Background: an optimization exercise with open tools, aiming at small area and a short achievable clock period. Do not read the settings as production practice. Function was not checked in any run shown here: the RTL went through the layout flow alone. Power and IR drop assume default switching activity.

==> flow/design.v (outline; a module is shown in full before it is edited, if it fits) <==
// module alu: 1074 lines
module alu # ( parameter WIDTH = 16, CMD_WIDTH = 4 ) (
	input clk, rst,
	input CE,
	input CIN,
	input mode,
	input [1:0] INP_INVALID,
	input [ CMD_WIDTH-1 :0] CMD,
	input [ WIDTH-1 :0] opa,
	input [ WIDTH-1 :0] opb,
	output reg ERR, OFLOW, g , l, e, cout,
	output reg [ 2 * WIDTH :0] RES
);
  // ...
==> flow/run.sh <==
#!/bin/bash
# synth_recipe.tcl (not shown) runs the flow's synth.tcl, then flattens the netlist and writes it again
# the make line also repeats each setting of config.mk as NAME=value (left out here)
make -C /OpenROAD-flow-scripts/flow DESIGN_CONFIG=/design/flow/config.mk WORK_HOME=/design/flow/orfs CLKGATE_MAP_FILE= SYNTH_SCRIPT=/design/flow/synth_recipe.tcl finish
==> flow/config.mk <==
export PLATFORM = sky130hd
export DESIGN_NAME = alu
export DESIGN_NICKNAME = alu
export VERILOG_FILES = /design/flow/design.v
export SDC_FILE = /design/flow/constraint.sdc
export NUM_CORES = 4
export LEC_CHECK = 0
export ABC_AREA = 1
export CAP_MARGIN = 20
export CORE_MARGIN = 2
export CORE_UTILIZATION = 40
export GPL_TIMING_DRIVEN = 0
export SLEW_MARGIN = 20
==> flow/constraint.sdc <==
create_clock -name core_clock -period 9.0 [get_ports {clk}]
set_input_delay 1.8000 -clock core_clock [delete_from_list [all_inputs] [get_ports {clk}]]
set_output_delay 1.8000 -clock core_clock [all_outputs]
set_load 0.01 [all_outputs]
==> qor.csv, run 1 <==
metric;value;unit
synth_largest_type_area_fraction;0.386;
p_per_area;51.7;nW/um2
wl_met1;18300;um
fin_crit_sh;0.983;
layout_commonest_cell;inv_1;
yosysTopAreaCell;fa_1;
layout-drive-gt1-share;0.0972;
maxSlewViolCount;0;
synth_flop_cell;dfrtp_1;
io_buffer_count;80;
outcome;timing/DRC/antenna clean;
required;9.22;ns
fin_ws;0.156;ns
cp_max_fo;10;
p_clk;207;uW
yosys-top-cells-count;inv_1 (379), nand2_1 (372), nor2_1 (249);
pwr-share-clk;0.267;
ys_top_cells_by_area;fa_1 (39%), inv_1 (11%), nand2_1 (11%);
synth_top_family_by_area;adder cells;
synth-simple-area-share;0.243;
p_sw_frac;0.415;
cts_resized;90;
hold_start;RES[28];
setup_violations;0;
placed_area;14000;um2
grt_max_degree;32;
hold_ws;0.479;ns
async_reset_ff_frac;1.00;
syn-cell-area;12700;um2
syn-num-nets;2082;
==> inputs of run 2 (changes only) <==
--- a/flow/design.v
+++ b/flow/design.v
@@ -65,19 +65,16 @@
     wire ena  = op_add | op_sub | op_addc | op_subc | op_cmp | op_amul | op_sig | op_inca | op_deca;
     wire enb1 = op_incb | op_decb;
     wire enb2 = op_add | op_sub | op_addc | op_subc | op_cmp | op_amul | op_sig;
     wire inv  = op_sub | op_subc | op_cmp | op_subs | op_deca | op_decb;
     wire [15:0] r1 = ({16{ena}} & a) | ({16{enb1}} & b);
     wire [15:0] r2 = ({16{enb2}} & b) ^ {16{inv}};
     wire cin = op_sub | op_cmp | op_subs | op_amul | op_inca | op_incb |
                (op_addc & CIN) | (op_subc & ~CIN);
-    wire op_neg = op_sub | op_subc | op_cmp | op_deca | op_decb;
-    wire ext16 = op_neg | (op_sig & (r1[15] ^ r2[15]));
-    wire exthi = op_neg | (op_sig & (r1[15] | r2[15]));
     wire [32:0] p;
   wire pp0_0 = q[0] & m[0];
   wire pp0_1 = q[0] & m[1];
   wire pp0_2 = q[0] & m[2];
   wire pp0_3 = q[0] & m[3];
   wire pp0_4 = q[0] & m[4];
   wire pp0_5 = q[0] & m[5];
   wire pp0_6 = q[0] & m[6];
@@ -597,258 +594,258 @@
   wire s265 = s259 ^ c230 ^ c232;
   wire c266 = (s259 & c230) | (s259 & c232) | (c230 & c232);
   wire s267 = s261 ^ s263 ^ c234;
   wire c268 = (s261 & s263) | (s261 & c234) | (s263 & c234);
   wire s269 = s265 ^ c236 ^ s267;
   wire c270 = (s265 & c236) | (s265 & s267) | (c236 & s267);
   wire s271 = c238 ^ s269;
   wire c272 = c238 & s269;
-  wire s273 = ext16 ^ pp10_6 ^ pp11_5;
-  wire c274 = (ext16 & pp10_6) | (ext16 & pp11_5) | (pp10_6 & pp11_5);
-  wire s275 = pp12_4 ^ pp13_3 ^ pp14_2;
-  wire c276 = (pp12_4 & pp13_3) | (pp12_4 & pp14_2) | (pp13_3 & pp14_2);
-  wire s277 = pp15_1 ^ pp1_15 ^ pp2_14;
-  wire c278 = (pp15_1 & pp1_15) | (pp15_1 & pp2_14) | (pp1_15 & pp2_14);
-  wire s279 = pp3_13 ^ pp4_12 ^ pp5_11;
-  wire c280 = (pp3_13 & pp4_12) | (pp3_13 & pp5_11) | (pp4_12 & pp5_11);
-  wire s281 = pp6_10 ^ pp7_9 ^ pp8_8;
-  wire c282 = (pp6_10 & pp7_9) | (pp6_10 & pp8_8) | (pp7_9 & pp8_8);
-  wire s283 = pp9_7 ^ c242 ^ c244;
-  wire c284 = (pp9_7 & c242) | (pp9_7 & c244) | (c242 & c244);
-  wire s285 = c246 ^ c248 ^ c250;
-  wire c286 = (c246 & c248) | (c246 & c250) | (c248 & c250);
-  wire s287 = c252 ^ s273 ^ s275;
-  wire c288 = (c252 & s273) | (c252 & s275) | (s273 & s275);
-  wire s289 = s277 ^ s279 ^ s281;
-  wire c290 = (s277 & s279) | (s277 & s281) | (s279 & s281);
-  wire s291 = c254 ^ c256 ^ c258;
-  wire c292 = (c254 & c256) | (c254 & c258) | (c256 & c258);
-  wire s293 = s283 ^ s285 ^ s287;
-  wire c294 = (s283 & s285) | (s283 & s287) | (s285 & s287);
-  wire s295 = s289 ^ c260 ^ c262;
-  wire c296 = (s289 & c260) | (s289 & c262) | (c260 & c262);
-  wire s297 = c264 ^ s291 ^ s293;
-  wire c298 = (c264 & s291) | (c264 & s293) | (s291 & s293);
-  wire s299 = c266 ^ s295 ^ s297;
-  wire c300 = (c266 & s295) | (c266 & s297) | (s295 & s297);
-  wire s301 = c268 ^ s299 ^ c270;
-  wire c302 = (c268 & s299) | (c268 & c270) | (s299 & c270);
-  wire s303 = exthi ^ pp10_7 ^ pp11_6;
-  wire c304 = (exthi & pp10_7) | (exthi & pp11_6) | (pp10_7 & pp11_6);
-  wire s305 = pp12_5 ^ pp13_4 ^ pp14_3;
-  wire c306 = (pp12_5 & pp13_4) | (pp12_5 & pp14_3) | (pp13_4 & pp14_3);
-  wire s307 = pp15_2 ^ pp2_15 ^ pp3_14;
-  wire c308 = (pp15_2 & pp2_15) | (pp15_2 & pp3_14) | (pp2_15 & pp3_14);
-  wire s309 = pp4_13 ^ pp5_12 ^ pp6_11;
-  wire c310 = (pp4_13 & pp5_12) | (pp4_13 & pp6_11) | (pp5_12 & pp6_11);
-  wire s311 = pp7_10 ^ pp8_9 ^ pp9_8;
-  wire c312 = (pp7_10 & pp8_9) | (pp7_10 & pp9_8) | (pp8_9 & pp9_8);
-  wire s313 = c274 ^ c276 ^ c278;
-  wire c314 = (c274 & c276) | (c274 & c278) | (c276 & c278);
-  wire s315 = c280 ^ c282 ^ s303;
-  wire c316 = (c280 & c282) | (c280 & s303) | (c282 & s303);
-  wire s317 = s305 ^ s307 ^ s309;
-  wire c318 = (s305 & s307) | (s305 & s309) | (s307 & s309);
-  wire s319 = s311 ^ c284 ^ c286;
-  wire c320 = (s311 & c284) | (s311 & c286) | (c284 & c286);
-  wire s321 = c288 ^ c290 ^ s313;
-  wire c322 = (c288 & c290) | (c288 & s313) | (c290 & s313);
-  wire s323 = s315 ^ s317 ^ s319;
-  wire c324 = (s315 & s317) | (s315 & s319) | (s317 & s319);
-  wire s325 = c292 ^ c294 ^ s321;
-  wire c326 = (c292 & c294) | (c292 & s321) | (c294 & s321);
-  wire s327 = c296 ^ s323 ^ s325;
-  wire c328 = (c296 & s323) | (c296 & s325) | (s323 & s325);
-  wire s329 = c298 ^ s327 ^ c300;
-  wire c330 = (c298 & s327) | (c298 & c300) | (s327 & c300);
-  wire s331 = exthi ^ pp10_8 ^ pp11_7;
-  wire c332 = (exthi & pp10_8) | (exthi & pp11_7) | (pp10_8 & pp11_7);
-  wire s333 = pp12_6 ^ pp13_5 ^ pp14_4;
-  wire c334 = (pp12_6 & pp13_5) | (pp12_6 & pp14_4) | (pp13_5 & pp14_4);
-  wire s335 = pp15_3 ^ pp3_15 ^ pp4_14;
-  wire c336 = (pp15_3 & pp3_15) | (pp15_3 & pp4_14) | (pp3_15 & pp4_14);
-  wire s337 = pp5_13 ^ pp6_12 ^ pp7_11;
-  wire c338 = (pp5_13 & pp6_12) | (pp5_13 & pp7_11) | (pp6_12 & pp7_11);
-  wire s339 = pp8_10 ^ pp9_9 ^ c304;
-  wire c340 = (pp8_10 & pp9_9) | (pp8_10 & c304) | (pp9_9 & c304);
-  wire s341 = c306 ^ c308 ^ c310;
-  wire c342 = (c306 & c308) | (c306 & c310) | (c308 & c310);
-  wire s343 = c312 ^ s331 ^ s333;
-  wire c344 = (c312 & s331) | (c312 & s333) | (s331 & s333);
-  wire s345 = s335 ^ s337 ^ c314;
-  wire c346 = (s335 & s337) | (s335 & c314) | (s337 & c314);
-  wire s347 = c316 ^ c318 ^ s339;
-  wire c348 = (c316 & c318) | (c316 & s339) | (c318 & s339);
-  wire s349 = s341 ^ s343 ^ c320;
-  wire c350 = (s341 & s343) | (s341 & c320) | (s343 & c320);
-  wire s351 = s345 ^ c322 ^ s347;
-  wire c352 = (s345 & c322) | (s345 & s347) | (c322 & s347);
-  wire s353 = c324 ^ s349 ^ c326;
-  wire c354 = (c324 & s349) | (c324 & c326) | (s349 & c326);
-  wire s355 = s351 ^ c328 ^ s353;
-  wire c356 = (s351 & c328) | (s351 & s353) | (c328 & s353);
-  wire s357 = exthi ^ pp10_9 ^ pp11_8;
-  wire c358 = (exthi & pp10_9) | (exthi & pp11_8) | (pp10_9 & pp11_8);
-  wire s359 = pp12_7 ^ pp13_6 ^ pp14_5;
-  wire c360 = (pp12_7 & pp13_6) | (pp12_7 & pp14_5) | (pp13_6 & pp14_5);
-  wire s361 = pp15_4 ^ pp4_15 ^ pp5_14;
-  wire c362 = (pp15_4 & pp4_15) | (pp15_4 & pp5_14) | (pp4_15 & pp5_14);
-  wire s363 = pp6_13 ^ pp7_12 ^ pp8_11;
-  wire c364 = (pp6_13 & pp7_12) | (pp6_13 & pp8_11) | (pp7_12 & pp8_11);
-  wire s365 = pp9_10 ^ c332 ^ c334;
-  wire c366 = (pp9_10 & c332) | (pp9_10 & c334) | (c332 & c334);
-  wire s367 = c336 ^ c338 ^ s357;
-  wire c368 = (c336 & c338) | (c336 & s357) | (c338 & s357);
-  wire s369 = s359 ^ s361 ^ s363;
-  wire c370 = (s359 & s361) | (s359 & s363) | (s361 & s363);
-  wire s371 = c340 ^ c342 ^ c344;
-  wire c372 = (c340 & c342) | (c340 & c344) | (c342 & c344);
-  wire s373 = s365 ^ s367 ^ s369;
-  wire c374 = (s365 & s367) | (s365 & s369) | (s367 & s369);
-  wire s375 = c346 ^ c348 ^ s371;
-  wire c376 = (c346 & c348) | (c346 & s371) | (c348 & s371);
-  wire s377 = s373 ^ c350 ^ c352;
-  wire c378 = (s373 & c350) | (s373 & c352) | (c350 & c352);
-  wire s379 = s375 ^ c354 ^ s377;
-  wire c380 = (s375 & c354) | (s375 & s377) | (c354 & s377);
-  wire s381 = exthi ^ pp10_10 ^ pp11_9;
-  wire c382 = (exthi & pp10_10) | (exthi & pp11_9) | (pp10_10 & pp11_9);
-  wire s383 = pp12_8 ^ pp13_7 ^ pp14_6;
-  wire c384 = (pp12_8 & pp13_7) | (pp12_8 & pp14_6) | (pp13_7 & pp14_6);
-  wire s385 = pp15_5 ^ pp5_15 ^ pp6_14;
-  wire c386 = (pp15_5 & pp5_15) | (pp15_5 & pp6_14) | (pp5_15 & pp6_14);
-  wire s387 = pp7_13 ^ pp8_12 ^ pp9_11;
-  wire c388 = (pp7_13 & pp8_12) | (pp7_13 & pp9_11) | (pp8_12 & pp9_11);
-  wire s389 = c358 ^ c360 ^ c362;
-  wire c390 = (c358 & c360) | (c358 & c362) | (c360 & c362);
-  wire s391 = c364 ^ s381 ^ s383;
-  wire c392 = (c364 & s381) | (c364 & s383) | (s381 & s383);
-  wire s393 = s385 ^ s387 ^ c366;
-  wire c394 = (s385 & s387) | (s385 & c366) | (s387 & c366);
-  wire s395 = c368 ^ c370 ^ s389;
-  wire c396 = (c368 & c370) | (c368 & s389) | (c370 & s389);
-  wire s397 = s391 ^ s393 ^ c372;
-  wire c398 = (s391 & s393) | (s391 & c372) | (s393 & c372);
-  wire s399 = c374 ^ s395 ^ c376;
-  wire c400 = (c374 & s395) | (c374 & c376) | (s395 & c376);
-  wire s401 = s397 ^ c378 ^ s399;
-  wire c402 = (s397 & c378) | (s397 & s399) | (c378 & s399);
-  wire s403 = exthi ^ pp10_11 ^ pp11_10;
-  wire c404 = (exthi & pp10_11) | (exthi & pp11_10) | (pp10_11 & pp11_10);
-  wire s405 = pp12_9 ^ pp13_8 ^ pp14_7;
-  wire c406 = (pp12_9 & pp13_8) | (pp12_9 & pp14_7) | (pp13_8 & pp14_7);
-  wire s407 = pp15_6 ^ pp6_15 ^ pp7_14;
-  wire c408 = (pp15_6 & pp6_15) | (pp15_6 & pp7_14) | (pp6_15 & pp7_14);
-  wire s409 = pp8_13 ^ pp9_12 ^ c382;
-  wire c410 = (pp8_13 & pp9_12) | (pp8_13 & c382) | (pp9_12 & c382);
-  wire s411 = c384 ^ c386 ^ c388;
-  wire c412 = (c384 & c386) | (c384 & c388) | (c386 & c388);
-  wire s413 = s403 ^ s405 ^ s407;
-  wire c414 = (s403 & s405) | (s403 & s407) | (s405 & s407);
-  wire s415 = c390 ^ c392 ^ s409;
-  wire c416 = (c390 & c392) | (c390 & s409) | (c392 & s409);
-  wire s417 = s411 ^ s413 ^ c394;
-  wire c418 = (s411 & s413) | (s411 & c394) | (s413 & c394);
-  wire s419 = c396 ^ s415 ^ s417;
-  wire c420 = (c396 & s415) | (c396 & s417) | (s415 & s417);
-  wire s421 = c398 ^ s419 ^ c400;
-  wire c422 = (c398 & s419) | (c398 & c400) | (s419 & c400);
-  wire s423 = exthi ^ pp10_12 ^ pp11_11;
-  wire c424 = (exthi & pp10_12) | (exthi & pp11_11) | (pp10_12 & pp11_11);
-  wire s425 = pp12_10 ^ pp13_9 ^ pp14_8;
-  wire c426 = (pp12_10 & pp13_9) | (pp12_10 & pp14_8) | (pp13_9 & pp14_8);
-  wire s427 = pp15_7 ^ pp7_15 ^ pp8_14;
-  wire c428 = (pp15_7 & pp7_15) | (pp15_7 & pp8_14) | (pp7_15 & pp8_14);
-  wire s429 = pp9_13 ^ c404 ^ c406;
-  wire c430 = (pp9_13 & c404) | (pp9_13 & c406) | (c404 & c406);
-  wire s431 = c408 ^ s423 ^ s425;
-  wire c432 = (c408 & s423) | (c408 & s425) | (s423 & s425);
-  wire s433 = s427 ^ c410 ^ c412;
-  wire c434 = (s427 & c410) | (s427 & c412) | (c410 & c412);
-  wire s435 = c414 ^ s429 ^ s431;
-  wire c436 = (c414 & s429) | (c414 & s431) | (s429 & s431);
-  wire s437 = s433 ^ c416 ^ s435;
-  wire c438 = (s433 & c416) | (s433 & s435) | (c416 & s435);
-  wire s439 = c418 ^ s437 ^ c420;
-  wire c440 = (c418 & s437) | (c418 & c420) | (s437 & c420);
-  wire s441 = exthi ^ pp10_13 ^ pp11_12;
-  wire c442 = (exthi & pp10_13) | (exthi & pp11_12) | (pp10_13 & pp11_12);
-  wire s443 = pp12_11 ^ pp13_10 ^ pp14_9;
-  wire c444 = (pp12_11 & pp13_10) | (pp12_11 & pp14_9) | (pp13_10 & pp14_9);
-  wire s445 = pp15_8 ^ pp8_15 ^ pp9_14;
-  wire c446 = (pp15_8 & pp8_15) | (pp15_8 & pp9_14) | (pp8_15 & pp9_14);
-  wire s447 = c424 ^ c426 ^ c428;
-  wire c448 = (c424 & c426) | (c424 & c428) | (c426 & c428);
-  wire s449 = s441 ^ s443 ^ s445;
-  wire c450 = (s441 & s443) | (s441 & s445) | (s443 & s445);
-  wire s451 = c430 ^ c432 ^ s447;
-  wire c452 = (c430 & c432) | (c430 & s447) | (c432 & s447);
-  wire s453 = s449 ^ c434 ^ c436;
-  wire c454 = (s449 & c434) | (s449 & c436) | (c434 & c436);
-  wire s455 = s451 ^ s453 ^ c438;
-  wire c456 = (s451 & s453) | (s451 & c438) | (s453 & c438);
-  wire s457 = exthi ^ pp10_14 ^ pp11_13;
-  wire c458 = (exthi & pp10_14) | (exthi & pp11_13) | (pp10_14 & pp11_13);
-  wire s459 = pp12_12 ^ pp13_11 ^ pp14_10;
-  wire c460 = (pp12_12 & pp13_11) | (pp12_12 & pp14_10) | (pp13_11 & pp14_10);
-  wire s461 = pp15_9 ^ pp9_15 ^ c442;
-  wire c462 = (pp15_9 & pp9_15) | (pp15_9 & c442) | (pp9_15 & c442);
-  wire s463 = c444 ^ c446 ^ s457;
-  wire c464 = (c444 & c446) | (c444 & s457) | (c446 & s457);
-  wire s465 = s459 ^ c448 ^ c450;
-  wire c466 = (s459 & c448) | (s459 & c450) | (c448 & c450);
-  wire s467 = s461 ^ s463 ^ c452;
-  wire c468 = (s461 & s463) | (s461 & c452) | (s463 & c452);
-  wire s469 = s465 ^ c454 ^ s467;
-  wire c470 = (s465 & c454) | (s465 & s467) | (c454 & s467);
-  wire s471 = exthi ^ pp10_15 ^ pp11_14;
-  wire c472 = (exthi & pp10_15) | (exthi & pp11_14) | (pp10_15 & pp11_14);
-  wire s473 = pp12_13 ^ pp13_12 ^ pp14_11;
-  wire c474 = (pp12_13 & pp13_12) | (pp12_13 & pp14_11) | (pp13_12 & pp14_11);
-  wire s475 = pp15_10 ^ c458 ^ c460;
-  wire c476 = (pp15_10 & c458) | (pp15_10 & c460) | (c458 & c460);
-  wire s477 = s471 ^ s473 ^ c462;
-  wire c478 = (s471 & s473) | (s471 & c462) | (s473 & c462);
-  wire s479 = c464 ^ s475 ^ s477;
-  wire c480 = (c464 & s475) | (c464 & s477) | (s475 & s477);
-  wire s481 = c466 ^ c468 ^ s479;
-  wire c482 = (c466 & c468) | (c466 & s479) | (c468 & s479);
-  wire s483 = exthi ^ pp11_15 ^ pp12_14;
-  wire c484 = (exthi & pp11_15) | (exthi & pp12_14) | (pp11_15 & pp12_14);
-  wire s485 = pp13_13 ^ pp14_12 ^ pp15_11;
-  wire c486 = (pp13_13 & pp14_12) | (pp13_13 & pp15_11) | (pp14_12 & pp15_11);
-  wire s487 = c472 ^ c474 ^ s483;
-  wire c488 = (c472 & c474) | (c472 & s483) | (c474 & s483);
-  wire s489 = s485 ^ c476 ^ s487;
-  wire c490 = (s485 & c476) | (s485 & s487) | (c476 & s487);
-  wire s491 = c478 ^ s489 ^ c480;
-  wire c492 = (c478 & s489) | (c478 & c480) | (s489 & c480);
-  wire s493 = exthi ^ pp12_15 ^ pp13_14;
-  wire c494 = (exthi & pp12_15) | (exthi & pp13_14) | (pp12_15 & pp13_14);
-  wire s495 = pp14_13 ^ pp15_12 ^ c484;
-  wire c496 = (pp14_13 & pp15_12) | (pp14_13 & c484) | (pp15_12 & c484);
-  wire s497 = c486 ^ s493 ^ c488;
-  wire c498 = (c486 & s493) | (c486 & c488) | (s493 & c488);
-  wire s499 = s495 ^ c490 ^ s497;
-  wire c500 = (s495 & c490) | (s495 & s497) | (c490 & s497);
-  wire s501 = exthi ^ pp13_15 ^ pp14_14;
-  wire c502 = (exthi & pp13_15) | (exthi & pp14_14) | (pp13_15 & pp14_14);
-  wire s503 = pp15_13 ^ c494 ^ s501;
-  wire c504 = (pp15_13 & c494) | (pp15_13 & s501) | (c494 & s501);
-  wire s505 = c496 ^ s503 ^ c498;
-  wire c506 = (c496 & s503) | (c496 & c498) | (s503 & c498);
-  wire s507 = exthi ^ pp14_15 ^ pp15_14;
-  wire c508 = (exthi & pp14_15) | (exthi & pp15_14) | (pp14_15 & pp15_14);
-  wire s509 = c502 ^ s507 ^ c504;
-  wire c510 = (c502 & s507) | (c502 & c504) | (s507 & c504);
-  wire s511 = exthi ^ pp15_15 ^ c508;
-  wire c512 = (exthi & pp15_15) | (exthi & c508) | (pp15_15 & c508);
-  wire [32:0] fa_x = {exthi, exthi, s511, s509, c500, s499, c482, c470, s469, s455, s439, c402, c380, c356, s355, s329, c272, c240, s237, c182, c156, c132, c110, s107, c72, s69, s53, s39, s27, s17, s11, s3, pp0_0};
-  wire [32:0] fa_y = {1'b0, c512, c510, c506, s505, c492, s491, s481, c456, c440, c422, s421, s401, s379, c330, c302, s301, s271, s239, s209, s181, s155, s131, s109, s89, s71, s55, s41, s29, s19, s9, s5, s1};
+  wire s273 = pp10_6 ^ pp11_5 ^ pp12_4;
+  wire c274 = (pp10_6 & pp11_5) | (pp10_6 & pp12_4) | (pp11_5 & pp12_4);
+  wire s275 = pp13_3 ^ pp14_2 ^ pp15_1;
+  wire c276 = (pp13_3 & pp14_2) | (pp13_3 & pp15_1) | (pp14_2 & pp15_1);
+  wire s277 = pp1_15 ^ pp2_14 ^ pp3_13;
+  wire c278 = (pp1_15 & pp2_14) | (pp1_15 & pp3_13) | (pp2_14 & pp3_13);
+  wire s279 = pp4_12 ^ pp5_11 ^ pp6_10;
+  wire c280 = (pp4_12 & pp5_11) | (pp4_12 & pp6_10) | (pp5_11 & pp6_10);
+  wire s281 = pp7_9 ^ pp8_8 ^ pp9_7;
+  wire c282 = (pp7_9 & pp8_8) | (pp7_9 & pp9_7) | (pp8_8 & pp9_7);
+  wire s283 = c242 ^ c244 ^ c246;
+  wire c284 = (c242 & c244) | (c242 & c246) | (c244 & c246);
+  wire s285 = c248 ^ c250 ^ c252;
+  wire c286 = (c248 & c250) | (c248 & c252) | (c250 & c252);
+  wire s287 = s273 ^ s275 ^ s277;
+  wire c288 = (s273 & s275) | (s273 & s277) | (s275 & s277);
+  wire s289 = s279 ^ s281 ^ c254;
+  wire c290 = (s279 & s281) | (s279 & c254) | (s281 & c254);
+  wire s291 = c256 ^ c258 ^ s283;
+  wire c292 = (c256 & c258) | (c256 & s283) | (c258 & s283);
+  wire s293 = s285 ^ s287 ^ c260;
+  wire c294 = (s285 & s287) | (s285 & c260) | (s287 & c260);
+  wire s295 = s289 ^ c262 ^ c264;
+  wire c296 = (s289 & c262) | (s289 & c264) | (c262 & c264);
+  wire s297 = s291 ^ s293 ^ c266;
+  wire c298 = (s291 & s293) | (s291 & c266) | (s293 & c266);
+  wire s299 = s295 ^ c268 ^ s297;
+  wire c300 = (s295 & c268) | (s295 & s297) | (c268 & s297);
+  wire s301 = c270 ^ s299;
+  wire c302 = c270 & s299;
+  wire s303 = pp10_7 ^ pp11_6 ^ pp12_5;
+  wire c304 = (pp10_7 & pp11_6) | (pp10_7 & pp12_5) | (pp11_6 & pp12_5);
+  wire s305 = pp13_4 ^ pp14_3 ^ pp15_2;
+  wire c306 = (pp13_4 & pp14_3) | (pp13_4 & pp15_2) | (pp14_3 & pp15_2);
+  wire s307 = pp2_15 ^ pp3_14 ^ pp4_13;
+  wire c308 = (pp2_15 & pp3_14) | (pp2_15 & pp4_13) | (pp3_14 & pp4_13);
+  wire s309 = pp5_12 ^ pp6_11 ^ pp7_10;
+  wire c310 = (pp5_12 & pp6_11) | (pp5_12 & pp7_10) | (pp6_11 & pp7_10);
+  wire s311 = pp8_9 ^ pp9_8 ^ c274;
+  wire c312 = (pp8_9 & pp9_8) | (pp8_9 & c274) | (pp9_8 & c274);
+  wire s313 = c276 ^ c278 ^ c280;
+  wire c314 = (c276 & c278) | (c276 & c280) | (c278 & c280);
+  wire s315 = c282 ^ s303 ^ s305;
+  wire c316 = (c282 & s303) | (c282 & s305) | (s303 & s305);
+  wire s317 = s307 ^ s309 ^ c284;
+  wire c318 = (s307 & s309) | (s307 & c284) | (s309 & c284);
+  wire s319 = c286 ^ c288 ^ s311;
+  wire c320 = (c286 & c288) | (c286 & s311) | (c288 & s311);
+  wire s321 = s313 ^ s315 ^ c290;
+  wire c322 = (s313 & s315) | (s313 & c290) | (s315 & c290);
+  wire s323 = s317 ^ c292 ^ s319;
+  wire c324 = (s317 & c292) | (s317 & s319) | (c292 & s319);
+  wire s325 = c294 ^ s321 ^ c296;
+  wire c326 = (c294 & s321) | (c294 & c296) | (s321 & c296);
+  wire s327 = s323 ^ c298 ^ s325;
+  wire c328 = (s323 & c298) | (s323 & s325) | (c298 & s325);
+  wire s329 = c300 ^ s327;
+  wire c330 = c300 & s327;
+  wire s331 = pp10_8 ^ pp11_7 ^ pp12_6;
+  wire c332 = (pp10_8 & pp11_7) | (pp10_8 & pp12_6) | (pp11_7 & pp12_6);
+  wire s333 = pp13_5 ^ pp14_4 ^ pp15_3;
+  wire c334 = (pp13_5 & pp14_4) | (pp13_5 & pp15_3) | (pp14_4 & pp15_3);
+  wire s335 = pp3_15 ^ pp4_14 ^ pp5_13;
+  wire c336 = (pp3_15 & pp4_14) | (pp3_15 & pp5_13) | (pp4_14 & pp5_13);
+  wire s337 = pp6_12 ^ pp7_11 ^ pp8_10;
+  wire c338 = (pp6_12 & pp7_11) | (pp6_12 & pp8_10) | (pp7_11 & pp8_10);
+  wire s339 = pp9_9 ^ c304 ^ c306;
+  wire c340 = (pp9_9 & c304) | (pp9_9 & c306) | (c304 & c306);
+  wire s341 = c308 ^ c310 ^ s331;
+  wire c342 = (c308 & c310) | (c308 & s331) | (c310 & s331);
+  wire s343 = s333 ^ s335 ^ s337;
+  wire c344 = (s333 & s335) | (s333 & s337) | (s335 & s337);
+  wire s345 = c312 ^ c314 ^ c316;
+  wire c346 = (c312 & c314) | (c312 & c316) | (c314 & c316);
+  wire s347 = s339 ^ s341 ^ s343;
+  wire c348 = (s339 & s341) | (s339 & s343) | (s341 & s343);
+  wire s349 = c318 ^ c320 ^ s345;
+  wire c350 = (c318 & c320) | (c318 & s345) | (c320 & s345);
+  wire s351 = s347 ^ c322 ^ c324;
+  wire c352 = (s347 & c322) | (s347 & c324) | (c322 & c324);
+  wire s353 = s349 ^ c326 ^ s351;
+  wire c354 = (s349 & c326) | (s349 & s351) | (c326 & s351);
+  wire s355 = c328 ^ s353;
+  wire c356 = c328 & s353;
+  wire s357 = pp10_9 ^ pp11_8 ^ pp12_7;
+  wire c358 = (pp10_9 & pp11_8) | (pp10_9 & pp12_7) | (pp11_8 & pp12_7);
+  wire s359 = pp13_6 ^ pp14_5 ^ pp15_4;
+  wire c360 = (pp13_6 & pp14_5) | (pp13_6 & pp15_4) | (pp14_5 & pp15_4);
+  wire s361 = pp4_15 ^ pp5_14 ^ pp6_13;
+  wire c362 = (pp4_15 & pp5_14) | (pp4_15 & pp6_13) | (pp5_14 & pp6_13);
+  wire s363 = pp7_12 ^ pp8_11 ^ pp9_10;
+  wire c364 = (pp7_12 & pp8_11) | (pp7_12 & pp9_10) | (pp8_11 & pp9_10);
+  wire s365 = c332 ^ c334 ^ c336;
+  wire c366 = (c332 & c334) | (c332 & c336) | (c334 & c336);
+  wire s367 = c338 ^ s357 ^ s359;
+  wire c368 = (c338 & s357) | (c338 & s359) | (s357 & s359);
+  wire s369 = s361 ^ s363 ^ c340;
+  wire c370 = (s361 & s363) | (s361 & c340) | (s363 & c340);
+  wire s371 = c342 ^ c344 ^ s365;
+  wire c372 = (c342 & c344) | (c342 & s365) | (c344 & s365);
+  wire s373 = s367 ^ s369 ^ c346;
+  wire c374 = (s367 & s369) | (s367 & c346) | (s369 & c346);
+  wire s375 = c348 ^ s371 ^ c350;
+  wire c376 = (c348 & s371) | (c348 & c350) | (s371 & c350);
+  wire s377 = s373 ^ c352 ^ s375;
+  wire c378 = (s373 & c352) | (s373 & s375) | (c352 & s375);
+  wire s379 = c354 ^ s377;
+  wire c380 = c354 & s377;
+  wire s381 = pp10_10 ^ pp11_9 ^ pp12_8;
+  wire c382 = (pp10_10 & pp11_9) | (pp10_10 & pp12_8) | (pp11_9 & pp12_8);
+  wire s383 = pp13_7 ^ pp14_6 ^ pp15_5;
+  wire c384 = (pp13_7 & pp14_6) | (pp13_7 & pp15_5) | (pp14_6 & pp15_5);
+  wire s385 = pp5_15 ^ pp6_14 ^ pp7_13;
+  wire c386 = (pp5_15 & pp6_14) | (pp5_15 & pp7_13) | (pp6_14 & pp7_13);
+  wire s387 = pp8_12 ^ pp9_11 ^ c358;
+  wire c388 = (pp8_12 & pp9_11) | (pp8_12 & c358) | (pp9_11 & c358);
+  wire s389 = c360 ^ c362 ^ c364;
+  wire c390 = (c360 & c362) | (c360 & c364) | (c362 & c364);
+  wire s391 = s381 ^ s383 ^ s385;
+  wire c392 = (s381 & s383) | (s381 & s385) | (s383 & s385);
+  wire s393 = c366 ^ c368 ^ s387;
+  wire c394 = (c366 & c368) | (c366 & s387) | (c368 & s387);
+  wire s395 = s389 ^ s391 ^ c370;
+  wire c396 = (s389 & s391) | (s389 & c370) | (s391 & c370);
+  wire s397 = c372 ^ s393 ^ s395;
+  wire c398 = (c372 & s393) | (c372 & s395) | (s393 & s395);
+  wire s399 = c374 ^ s397 ^ c376;
+  wire c400 = (c374 & s397) | (c374 & c376) | (s397 & c376);
+  wire s401 = c378 ^ s399;
+  wire c402 = c378 & s399;
+  wire s403 = pp10_11 ^ pp11_10 ^ pp12_9;
+  wire c404 = (pp10_11 & pp11_10) | (pp10_11 & pp12_9) | (pp11_10 & pp12_9);
+  wire s405 = pp13_8 ^ pp14_7 ^ pp15_6;
+  wire c406 = (pp13_8 & pp14_7) | (pp13_8 & pp15_6) | (pp14_7 & pp15_6);
+  wire s407 = pp6_15 ^ pp7_14 ^ pp8_13;
+  wire c408 = (pp6_15 & pp7_14) | (pp6_15 & pp8_13) | (pp7_14 & pp8_13);
+  wire s409 = pp9_12 ^ c382 ^ c384;
+  wire c410 = (pp9_12 & c382) | (pp9_12 & c384) | (c382 & c384);
+  wire s411 = c386 ^ s403 ^ s405;
+  wire c412 = (c386 & s403) | (c386 & s405) | (s403 & s405);
+  wire s413 = s407 ^ c388 ^ c390;
+  wire c414 = (s407 & c388) | (s407 & c390) | (c388 & c390);
+  wire s415 = c392 ^ s409 ^ s411;
+  wire c416 = (c392 & s409) | (c392 & s411) | (s409 & s411);
+  wire s417 = s413 ^ c394 ^ s415;
+  wire c418 = (s413 & c394) | (s413 & s415) | (c394 & s415);
+  wire s419 = c396 ^ s417 ^ c398;
+  wire c420 = (c396 & s417) | (c396 & c398) | (s417 & c398);
+  wire s421 = s419 ^ c400;
+  wire c422 = s419 & c400;
+  wire s423 = pp10_12 ^ pp11_11 ^ pp12_10;
+  wire c424 = (pp10_12 & pp11_11) | (pp10_12 & pp12_10) | (pp11_11 & pp12_10);
+  wire s425 = pp13_9 ^ pp14_8 ^ pp15_7;
+  wire c426 = (pp13_9 & pp14_8) | (pp13_9 & pp15_7) | (pp14_8 & pp15_7);
+  wire s427 = pp7_15 ^ pp8_14 ^ pp9_13;
+  wire c428 = (pp7_15 & pp8_14) | (pp7_15 & pp9_13) | (pp8_14 & pp9_13);
+  wire s429 = c404 ^ c406 ^ c408;
+  wire c430 = (c404 & c406) | (c404 & c408) | (c406 & c408);
+  wire s431 = s423 ^ s425 ^ s427;
+  wire c432 = (s423 & s425) | (s423 & s427) | (s425 & s427);
+  wire s433 = c410 ^ c412 ^ s429;
+  wire c434 = (c410 & c412) | (c410 & s429) | (c412 & s429);
+  wire s435 = s431 ^ c414 ^ c416;
+  wire c436 = (s431 & c414) | (s431 & c416) | (c414 & c416);
+  wire s437 = s433 ^ s435 ^ c418;
+  wire c438 = (s433 & s435) | (s433 & c418) | (s435 & c418);
+  wire s439 = s437 ^ c420;
+  wire c440 = s437 & c420;
+  wire s441 = pp10_13 ^ pp11_12 ^ pp12_11;
+  wire c442 = (pp10_13 & pp11_12) | (pp10_13 & pp12_11) | (pp11_12 & pp12_11);
+  wire s443 = pp13_10 ^ pp14_9 ^ pp15_8;
+  wire c444 = (pp13_10 & pp14_9) | (pp13_10 & pp15_8) | (pp14_9 & pp15_8);
+  wire s445 = pp8_15 ^ pp9_14 ^ c424;
+  wire c446 = (pp8_15 & pp9_14) | (pp8_15 & c424) | (pp9_14 & c424);
+  wire s447 = c426 ^ c428 ^ s441;
+  wire c448 = (c426 & c428) | (c426 & s441) | (c428 & s441);
+  wire s449 = s443 ^ c430 ^ c432;
+  wire c450 = (s443 & c430) | (s443 & c432) | (c430 & c432);
+  wire s451 = s445 ^ s447 ^ c434;
+  wire c452 = (s445 & s447) | (s445 & c434) | (s447 & c434);
+  wire s453 = s449 ^ c436 ^ s451;
+  wire c454 = (s449 & c436) | (s449 & s451) | (c436 & s451);
+  wire s455 = s453 ^ c438;
+  wire c456 = s453 & c438;
+  wire s457 = pp10_14 ^ pp11_13 ^ pp12_12;
+  wire c458 = (pp10_14 & pp11_13) | (pp10_14 & pp12_12) | (pp11_13 & pp12_12);
+  wire s459 = pp13_11 ^ pp14_10 ^ pp15_9;
+  wire c460 = (pp13_11 & pp14_10) | (pp13_11 & pp15_9) | (pp14_10 & pp15_9);
+  wire s461 = pp9_15 ^ c442 ^ c444;
+  wire c462 = (pp9_15 & c442) | (pp9_15 & c444) | (c442 & c444);
+  wire s463 = s457 ^ s459 ^ c446;
+  wire c464 = (s457 & s459) | (s457 & c446) | (s459 & c446);
+  wire s465 = c448 ^ s461 ^ s463;
+  wire c466 = (c448 & s461) | (c448 & s463) | (s461 & s463);
+  wire s467 = c450 ^ c452 ^ s465;
+  wire c468 = (c450 & c452) | (c450 & s465) | (c452 & s465);
+  wire s469 = c454 ^ s467;
+  wire c470 = c454 & s467;
+  wire s471 = pp10_15 ^ pp11_14 ^ pp12_13;
+  wire c472 = (pp10_15 & pp11_14) | (pp10_15 & pp12_13) | (pp11_14 & pp12_13);
+  wire s473 = pp13_12 ^ pp14_11 ^ pp15_10;
+  wire c474 = (pp13_12 & pp14_11) | (pp13_12 & pp15_10) | (pp14_11 & pp15_10);
+  wire s475 = c458 ^ c460 ^ s471;
+  wire c476 = (c458 & c460) | (c458 & s471) | (c460 & s471);
+  wire s477 = s473 ^ c462 ^ s475;
+  wire c478 = (s473 & c462) | (s473 & s475) | (c462 & s475);
+  wire s479 = c464 ^ s477 ^ c466;
+  wire c480 = (c464 & s477) | (c464 & c466) | (s477 & c466);
+  wire s481 = c468 ^ s479;
+  wire c482 = c468 & s479;
+  wire s483 = pp11_15 ^ pp12_14 ^ pp13_13;
+  wire c484 = (pp11_15 & pp12_14) | (pp11_15 & pp13_13) | (pp12_14 & pp13_13);
+  wire s485 = pp14_12 ^ pp15_11 ^ c472;
+  wire c486 = (pp14_12 & pp15_11) | (pp14_12 & c472) | (pp15_11 & c472);
+  wire s487 = c474 ^ s483 ^ c476;
+  wire c488 = (c474 & s483) | (c474 & c476) | (s483 & c476);
+  wire s489 = s485 ^ c478 ^ s487;
+  wire c490 = (s485 & c478) | (s485 & s487) | (c478 & s487);
+  wire s491 = s489 ^ c480;
+  wire c492 = s489 & c480;
+  wire s493 = pp12_15 ^ pp13_14 ^ pp14_13;
+  wire c494 = (pp12_15 & pp13_14) | (pp12_15 & pp14_13) | (pp13_14 & pp14_13);
+  wire s495 = pp15_12 ^ c484 ^ s493;
+  wire c496 = (pp15_12 & c484) | (pp15_12 & s493) | (c484 & s493);
+  wire s497 = c486 ^ s495 ^ c488;
+  wire c498 = (c486 & s495) | (c486 & c488) | (s495 & c488);
+  wire s499 = c490 ^ s497;
+  wire c500 = c490 & s497;
+  wire s501 = pp13_15 ^ pp14_14 ^ pp15_13;
+  wire c502 = (pp13_15 & pp14_14) | (pp13_15 & pp15_13) | (pp14_14 & pp15_13);
+  wire s503 = c494 ^ s501 ^ c496;
+  wire c504 = (c494 & s501) | (c494 & c496) | (s501 & c496);
+  wire s505 = s503 ^ c498;
+  wire c506 = s503 & c498;
+  wire s507 = pp14_15 ^ pp15_14 ^ c502;
+  wire c508 = (pp14_15 & pp15_14) | (pp14_15 & c502) | (pp15_14 & c502);
+  wire s509 = s507 ^ c504;
+  wire c510 = s507 & c504;
+  wire s511 = pp15_15 ^ c508;
+  wire c512 = pp15_15 & c508;
+  wire [32:0] fa_x = {1'b0, c512, s511, s509, c500, s499, c482, c470, c456, s455, c422, c402, c380, c356, c330, c302, c272, c240, s237, c182, c156, c132, c110, s107, c72, s69, s53, s39, s27, s17, s11, s3, pp0_0};
+  wire [32:0] fa_y = {1'b0, 1'b0, c510, c506, s505, c492, s491, s481, s469, c440, s439, s421, s401, s379, s355, s329, s301, s271, s239, s209, s181, s155, s131, s109, s89, s71, s55, s41, s29, s19, s9, s5, s1};
   wire [32:0] gg0 = fa_x & fa_y;
   wire [32:0] pp0 = fa_x ^ fa_y;
   wire g513 = gg0[1] | (pp0[1] & gg0[0]);
   wire p514 = pp0[1] & pp0[0];
   wire g515 = gg0[3] | (pp0[3] & gg0[2]);
   wire p516 = pp0[3] & pp0[2];
   wire g517 = gg0[5] | (pp0[5] & gg0[4]);
   wire p518 = pp0[5] & pp0[4];
@@ -1037,34 +1034,38 @@
   assign p[26] = pp0[26] ^ g659;
   assign p[27] = pp0[27] ^ g661;
   assign p[28] = pp0[28] ^ g663;
   assign p[29] = pp0[29] ^ g665;
   assign p[30] = pp0[30] ^ g667;
   assign p[31] = pp0[31] ^ g669;
   assign p[32] = pp0[32] ^ g671;
     wire z = ~|p[15:0];
+    wire kinv = op_sub | op_subc | op_cmp | op_deca | op_decb | (op_sig & (r1[15] ^ r2[15]));
+    wire hb   = p[16] ^ kinv;
     wire t00 = op_nand | op_nor | op_xnor | op_nota | op_notb;
     wire t01 = op_nand | op_or  | op_xor  | op_nota;
     wire t10 = op_nand | op_or  | op_xor  | op_notb;
     wire t11 = op_and  | op_or  | op_xnor;
     wire [15:0] lut = ({16{t00}} & ~a & ~b) | ({16{t01}} & ~a & b) |
                       ({16{t10}} & a & ~b) | ({16{t11}} & a & b);
     wire sel_p  = op_addt | op_mul;
     wire sel_lo = sel_p | op_rol | op_ror | op_shla;
     wire sel_hi = op_rol | op_ror | op_shra;
     wire [15:0] res_lo = ({16{sel_lo}} & p[15:0]) | ({16{sel_hi}} & p[31:16]) | lut |
                          ({16{op_shlb}} & {b[14:0], 1'b0}) | ({16{op_shrb}} & {1'b0, b[15:1]});
-    wire [32:0] res_n = {{17{sel_p}} & p[32:16], res_lo};
+    wire res_16 = (op_mul & p[16]) | (op_addt & hb);
+    wire [15:0] res_hi = ({16{op_mul}} & p[32:17]) | {16{op_ext & hb}};
+    wire [32:0] res_n = {res_hi, res_16, res_lo};
     wire op_fl   = op_cmp | op_sig;
-    wire cout_n  = op_addt & p[16];
-    wire oflow_n = ((op_addc | op_subc | op_inca | op_incb) & p[16]) | (op_sig & (p[16] ^ p[15]));
-    wire g_n     = op_fl & ~p[16] & ~z;
-    wire l_n     = op_fl & p[16];
-    wire e_n     = op_fl & ~p[16] & z;
+    wire cout_n  = op_addt & hb;
+    wire oflow_n = ((op_addc | op_subc | op_inca | op_incb) & hb) | (op_sig & (hb ^ p[15]));
+    wire g_n     = op_fl & ~hb & ~z;
+    wire l_n     = op_fl & hb;
+    wire e_n     = op_fl & ~hb & z;
     wire err_n   = op_err | ((op_rol | op_ror) & (|b[15:4]));
     always @(posedge clk or posedge rst) begin
         if (rst) begin
             RES <= 33'd0;
             {g, l, e, ERR, cout, OFLOW} <= 6'b0;
         end else if (CE) begin
             RES <= res_n;
             if (!op_nop)
==> flow/flow/run.sh (new file) <==
#!/bin/bash
# The standard layout (the standard.sh, all of its steps), with two changes:
#  - synthesis: Yosys's synth command also gets -noabc, so its quick generic
#    ABC pass does not rewrite the full adders before extract_fa maps them (that
#    pass leaves an inverter between most pairs of adder cells).  The rest of
#    the synthesis script is synth_recipe.tcl unchanged (-nofsm -noshare,
#    flatten, renames), and ORFS's own ABC mapping still runs afterwards.
#  - placement: buffer_ports uses sky130_fd_sc_hd__buf_1 for the port buffers
#    instead of the delay cell it picks by default; every input and output port
#    still gets its own buffer.
# The make output is kept in standard.log.
set -euo pipefail
{
  echo 'proc synth {args} { yosys synth -nofsm -noshare -noabc {*}$args }'
  tail -n +2 synth_recipe.tcl
} > synth_noabc.tcl
bash standard.sh SYNTH_SCRIPT="$PWD/synth_noabc.tcl" \
  BUFFER_PORTS_ARGS="-buffer_cell sky130_fd_sc_hd__buf_1" finish > standard.log 2>&1
==> flow/standard.sh (new file) <==
#!/bin/bash
# synth_recipe.tcl (not shown) runs the flow's synth.tcl, then flattens the netlist and writes it again
# the make line also repeats each setting of config.mk as NAME=value (left out here)
make -C /OpenROAD-flow-scripts/flow DESIGN_CONFIG=/design/flow/config.mk WORK_HOME=/design/flow/orfs CLKGATE_MAP_FILE= SYNTH_SCRIPT=/design/flow/synth_recipe.tcl "${@:-finish}"
==> flow/config.mk (replaced) <==
export PLATFORM = sky130hd
export DESIGN_NAME = alu
export DESIGN_NICKNAME = alu
export VERILOG_FILES = /design/flow/design.v
export SDC_FILE = /design/flow/constraint.sdc
export NUM_CORES = 4
export LEC_CHECK = 0
export ABC_AREA = 1
export CAP_MARGIN = 20
export CORE_MARGIN = 2
export CORE_UTILIZATION = 40
export SETUP_SLACK_MARGIN = 0.8
export SLEW_MARGIN = 20
removed: flow/run.sh
==> run 2 against run 1 <==
Worst setup slack gained 0.85 ns. Routed wire length shrank 9.1%. Via count shrank 6.4%. Die area shrank 6.5%. Final area shrank 3.9%. Final cell count shrank 8.4%. Combinational power shrank 4%. Fmax grew 11%. Sequential power grew 4%. Global-route usage shrank 1.6 points. Total power shrank 0.97%. Flip-flop and latch count is the same. Critical endpoint is now RES[18]. Largest power group unchanged. Highest routed layer is now met5.
==> qor.csv, run 2 <==
metric;value;unit;change
outcome;timing/DRC/antenna clean;;unchanged
regMostFlops;RES;;unchanged
dieArea;31100;um2;was 33200 um2
avgViaCountPerCell;5.62;;was 5.50
dpl.cell_count;2008;;was 2231
hold_path_class;flip-flop to flip-flop;;unchanged
cp_slowest_stage_delay;0.59;ns;was 0.66 ns
largest_reg_flops;33;;unchanged
p_per_area;53.3;nW/um2;was 51.7 nW/um2
drc;0;;unchanged
core_area;29500;um2;was 31500 um2
die_h;176;um;was 182 um
finalSetupTns;0;ns;unchanged
synth_warnings;1;;unchanged
ys_top_cells_by_area;fa_1 (39%), nor2_1 (12%), nand2_1 (8.8%);;was fa_1 (39%), inv_1 (11%), nand2_1 (11%)
cts-root-buf;clkbuf_16;;unchanged
maxSlewViolCount;0;;unchanged
drtIter0Drc;1031;;was 1151
rsz0062_at_grt;false;;
fmax;0.125;GHz;was 0.113 GHz
ys_types;51;;was 47
cts_htree_levels;2;;unchanged
yosysMostFrequentCell;nor2_1;;was inv_1
power;766;uW;was 774 uW
num_antenna_cells;0;;unchanged
netlist_instances;1540;;was 1748
layout-drive-gt1-share;0.187;;was 0.0972
path_clk_slew;0.06;ns;about the same
cp_max_fo;7;;was 10
num-fill-cells;2927;;was 3172
grt_overflow;0;;unchanged
io_buffer_count;81;;was 80
totalWireLength;43400;um;was 47700 um
clock_skew;0;ns;unchanged
crit_family;adder cells;;unchanged
area_delta_synth_final;21.1;%;was 17.6%
fin_crit_sh;0.888;;was 0.983
slowest_stage;fa_1;;was fa_2
synth_area_per_cell;7.72;um2;was 7.28 um2
initial_core_util;0.403;;was 0.404
cts_buffer_depth;2;;unchanged
yosys-top-cells-count;nor2_1 (390), nand2_1 (280), fa_1 (231);;was inv_1 (379), nand2_1 (372), nor2_1 (249)
layout_commonest_cell;nor2_1;;was inv_1
endpoint_kind;flip-flop;;unchanged
first_global_vias;11800;;was 12900
ant_nets;0;;unchanged
yosysTopAreaCell;fa_1;;unchanged
cap_violations;0;;unchanged
required;9.21;ns;was 9.22 ns
ctsHoldBuffers;0;;unchanged
syn-cell-area;11900;um2;was 12700 um2
worst-path-buf-inv;7;;was 10
synth_flop_cell;dfrtp_1;;unchanged
synth_edf_count;0;;unchanged
final_nets;2028;;was 2206
crit_arrival;8.21;ns;was 9.06 ns
wl_per_cell;20.8;um;was 21.0 um
routabilityCongestion;0.972;;was 0.978
ir_drop;0.0000790;V;was 0.0000619 V
leakage;0.00754;uW;was 0.00746 uW
ys_seq_elements;39;;unchanged
seq_area_frac_synth;0.0821;;was 0.0767
grt_pass1_wl;66500;um;was 73800 um
worstMarginPinSlew;1.11;ns;was 0.749 ns
cts_tree;built;;unchanged
vias;11700;;was 12500
max_slew_margin;0.261;;was 0.501
layout_common_cells;nor2_1 (370), nand2_1 (264), fa_1 (201);;was inv_1 (371), nand2_1 (362), fa_1 (243)
clk_latency;0.28;ns;about the same
grt_usage;0.278;;was 0.294
syn-num-nets;1875;;was 2082
die_w;176;um;was 182 um
min_period;8.00;ns;was 8.84 ns
start_kind;input pin;;unchanged
antenna_found_initial;1;;was 0
timing_hold_violations_final;0;;unchanged
cpMostUsedCell;fa_1;;unchanged
first_pass_iters;6;;unchanged
cts_inserted_buffers;5;;unchanged
grt_max_degree;48;;was 32
place_hpwl;33500;um;was 37600 um
num_rows;63;;was 65
stdcell_count;2084;;was 2275
fin_ws;1.00;ns;was 0.156 ns
hold_ws;0.500;ns;was 0.479 ns
worst-setup-path-type;input pin to flip-flop;;unchanged
setup_violations;0;;unchanged
cts_sinks;39;;unchanged
pre_cts_slack;0.154;ns;was -1.66 ns
synth_largest_type_area_fraction;0.389;;was 0.386
io_pins;82;;unchanged
async_reset_ff_frac;1.00;;unchanged
run 2: layout make-up:
class                           instances  area, um2  area share
Tap cell                              390        488      0.0339
Timing Repair Buffer                  208       1480       0.103
Inverter                              128        509      0.0354
Clock buffer                            5        125     0.00870
Timing Repair inverter                  1       7.51    0.000522
Multi-Input combinational cell       1310      10800       0.748
Sequential cell                        39        976      0.0678
Clock inverter                          3       46.3     0.00322
run 2: path summary, 6_finish.rpt:
kind                        start      end  slack [ns]  depth (start not counted)
min in group asynchronous     rst  RES[24]        1.62                          3
max in group asynchronous     rst   RES[0]        7.03                          3
max reg2reg                RES[6]   RES[6]        8.29                          2
min reg2reg                     e        e        0.50                          2
min                             e        e        0.50                          2
max                        CMD[0]  RES[18]        1.00                         29
run 2: cells by family after synthesis:
logic type	Yosys count	synth area share
AO/OA/AOI/OAI	196	0.0989
XOR/XNOR	19	0.0203
adder cells (fa/ha/maj)	292	0.453
buffers and inverters	192	0.0711
flip-flops	39	0.0821
AND/OR/NAND/NOR	802	0.274
run 2: power by group:
group | internal (uW) | switching, uW | leakage [uW] | total (uW)
clock | 132 | 75.5 | 0.0000804 | 207
sequential | 190 | 10.6 | 0.000480 | 201
combinational | 122 | 236 | 0.00698 | 358
run 2: repair_timing:
item | CTS | global route
setup endpoints to repair | 32 | 31
gates resized for setup | 57 | 146
setup buffers | 16 | 49
cloned | 1 | 2
pin swaps | 7 | 42
run 2: worst register-to-register path, delay by kind of cell (launching register included):
kind	cells	cell delay (ns)
AND/OR/NAND/NOR	1	0.10
AO/OA/AOI/OAI	1	0.06
flip-flops	1	0.42
run 2: metrics by stage:
step            util  cell area [um2]
3_3_place_gp   0.436            12800
5_1_grt        0.488            14400
3_5_place_dp   0.436            12800
6_report       0.488            14400
4_1_cts        0.454            13400
2_1_floorplan      -            11900
run 2: per-layer routing:
metal	track usage	vias to the layer above	wire length, um
li1	-	5204	-
met1	0.362	5892	17100
met2	0.486	517	21400
met3	0.0347	105	3130
met4	0.0833	2	1670
met5	0	-	15

-- afterwards: timing with drivers on the ports --
How much do the figures lean on ideal ports? The routed layouts below were timed once more, with nothing changed but the port constraints.
Step 1 assumes that a clkbuf_16 drives the clock port and a buf_2 every other input.
Step 2 times the ports against the registers' clock, not the clock port: input delays grow and output delays shrink by t, the midpoint of the rising clock arrivals with the driver on.
Slacks: ideal ports / drivers / drivers and shift; pairs: ideal ports / drivers.
run	t (ns)	setup WS [ns]	worst setup path after step 2
run 1	0.315	0.156 / 0.157 / -0.158	input to register
run 2	0.310	1.005 / 1.011 / 0.701	input to register
With both steps, setup timing fails in run 1, where it was met with ideal ports. For run 1, which loses most, drivers alone change the setup slack by +0.001 ns; drivers and shift together by -0.314 ns.
